This is an optimization exercise on Yosys and OpenROAD, whose aim is small area, not a production implementation. In this exercise RTL edits were held to simulation tests only and were not proved equivalent to the original. Power is estimated from default activity; no workload was simulated.

// myDAC
module myDAC(input CLOCK,input rst,input [3:0] frequencyPlaceValue,
input [3:0] dutycycle,
input minOrMax,input [2:0] mode,input [1:0] waveform,
input btnC,input btnD,input btnL,
input btnR,input btnU,
input load_B,
output [3:0] an, output dp, output [6:0] seg,
output [3:0] JA,output LED,output warning);
Size: roughly 40 I/O pins, ~0.018 mm2 of cells after synthesis.
==> module DA2RefComp, before the edit <==
module DA2RefComp(input clk,input rst,input en_clk,input en_pre,input dac_rst,
output D1,output D2,output CLK_OUT,output nSYNC,
input [11:0] DATA1,input [11:0] DATA2,input START,output DONE);
localparam [1:0] Idle = 2'd0, ShiftOut = 2'd1, SyncData = 2'd2;
reg [1:0] current_state;
reg [1:0] next_state;
reg [11:0] data1;
reg [11:0] data2;
reg clk_div;
reg [3:0] shiftCounter;
wire clk_div_rise = en_clk && !dac_rst && !clk_div;
wire load = clk_div_rise && (current_state == Idle);
wire preload = en_pre && !dac_rst && !clk_div && (current_state == Idle);
reg d2_last;
always @(posedge clk) begin
    if (rst || dac_rst)
        clk_div <= 1'b0;
    else if (en_clk)
        clk_div <= ~clk_div;
end
assign CLK_OUT = clk_div;
always @(posedge clk) begin
    if (rst)
        shiftCounter <= 4'd0;
    else if (clk_div_rise) begin
        if (current_state == Idle)
            shiftCounter <= 4'd0;
        else if (current_state == ShiftOut)
            shiftCounter <= shiftCounter + 1'b1;
    end
end
always @(posedge clk) begin
    if (preload)
        data2 <= DATA2;
    if (load)
        data1 <= DATA1;
end
wire [15:0] word1 = {4'b0000, data1};
wire [15:0] word2 = {4'b0000, data2};
assign D1 = word1[~shiftCounter];
assign D2 = load ? d2_last : word2[~shiftCounter];
always @(posedge clk)
    d2_last <= D2;
always @(posedge clk) begin
    if (rst || dac_rst)
        current_state <= Idle;
    else if (clk_div_rise)
        current_state <= next_state;
end
assign DONE = (current_state == Idle);
assign nSYNC = (current_state != ShiftOut);
always @(*) begin
    next_state = current_state;
    case (current_state)
        Idle: if (START) next_state = ShiftOut;
        ShiftOut: if (shiftCounter == 4'hF) next_state = SyncData;
        SyncData: if (!START) next_state = Idle;
        default: next_state = Idle;
    endcase
end
endmodule
export LEC_CHECK = 0
export ABC_AREA = 1
export CAP_MARGIN = 20
export CORE_MARGIN = 2
export CORE_UTILIZATION = 55
export CTS_BUF_LIST = sky130_fd_sc_hd__clkbuf_8
export CTS_CLUSTER_DIAMETER = 500
export CTS_CLUSTER_SIZE = 14
export SLEW_MARGIN = 20
create_clock -name core_clock -period 110.0 [get_ports {CLOCK}]
standard.sh (not shown) runs the stock make flow with config.mk's settings and CLKGATE_MAP_FILE= SYNTH_SCRIPT=/design/flow/synth_recipe.tcl, a recipe that flattens the netlist after the stock synthesis.
==> flow/flow/run.sh <==
#!/bin/bash
# Standard synthesis, then the combinational logic is re-mapped for area
# with a stronger ABC script (flip-flops untouched), then the standard
# layout from that netlist.
set -euo pipefail
W=$PWD
R=$W/orfs/results/$FLOW_PLATFORM/myDAC/base
bash standard.sh synth > $W/synth_standard.log 2>&1
cp $R/1_2_yosys.v $W/standard_1_2_yosys.v
LIB=$FLOW_HOME/platforms/sky130hd/lib/sky130_fd_sc_hd__tt_025C_1v80.lib \
DONTUSE=$W/flow/dontuse.txt IN_V=$W/standard_1_2_yosys.v TOP=$FLOW_TOP OUTDIR=$W \
OUT_V=$W/reopt_1_2_yosys.v ABC_SCRIPT=$W/flow/area.abc \
  yosys -c $W/flow/reopt.tcl > $W/reopt.log 2>&1
cp $W/reopt_1_2_yosys.v $R/1_2_yosys.v
rm -f $R/1_synth.odb
bash standard.sh finish "BUFFER_PORTS_ARGS=-buffer_cell sky130_fd_sc_hd__buf_1" > $W/layout_standard.log 2>&1
Other scripts of this flow, unchanged in this note and not shown: flow/flow/area.abc, flow/flow/dontuse.txt, flow/flow/reopt.tcl
The first run finished clean.
Edit:
--- a/flow/design.v
+++ b/flow/design.v
@@ -365,24 +365,27 @@
     else if (en_clk)
         clk_div <= ~clk_div;
 end
 assign CLK_OUT = clk_div;
 always @(posedge clk) begin
-    if (rst)
+    if (rst) begin
         shiftCounter <= 4'd0;
-    else if (clk_div_rise) begin
-        if (current_state == Idle)
-            shiftCounter <= 4'd0;
-        else if (current_state == ShiftOut)
-            shiftCounter <= shiftCounter + 1'b1;
+        data1 <= 12'd0;
+        data2 <= 12'd0;
+    end
+    else begin
+        if (preload)
+            data2 <= DATA2;
+        if (clk_div_rise) begin
+            if (current_state == Idle) begin
+                shiftCounter <= 4'd0;
+                data1 <= DATA1;
+            end
+            else if (current_state == ShiftOut)
+                shiftCounter <= shiftCounter + 1'b1;
+        end
     end
-end
-always @(posedge clk) begin
-    if (preload)
-        data2 <= DATA2;
-    if (load)
-        data1 <= DATA1;
 end
 wire [15:0] word1 = {4'b0000, data1};
 wire [15:0] word2 = {4'b0000, data2};
 assign D1 = word1[~shiftCounter];
 assign D2 = load ? d2_last : word2[~shiftCounter];
Design area rose by 1.2%. First-iteration DRC count is higher by 4.5%. Final cell count increases by 2.6%. Setup slack gains 750 ps. Core utilization drops by 0.35 points. Non-clock buffer count rose by 4. Count of clock-buffer cells in the layout is unchanged. Area after synthesis goes up by 0.82%. Total power shrinks by 19%. Combinational power fell by about 30%.

## re-timing with driven ports
No port has a modelled driver above. Below, the same layouts with a new extraction and two added sets of constraints. Step 1 assumes that a clkbuf_16 drives the clock port and a buf_2 every other input. Step 2, shift: input delay + t, output delay - t, t = (earliest + latest rising clock arrival at the registers) / 2. This alone moves slack from input paths to output paths. Three values: no drivers, after step 1, after step 2; two values: the first two.
run | t, ns | slack for setup (ns) | worst setup path after step 2 | worst slew at a driven data input, ns
the first run | 0.648 | 59.743 / 59.691 / 59.691 | input to output | 0.05
the second run | 0.666 | 60.494 / 60.473 / 60.473 | input to output | 0.08
After both steps every run listed still meets setup and hold. For the first run, which loses most, drivers alone change the setup slack by -0.052 ns; drivers and shift together by -0.052 ns.
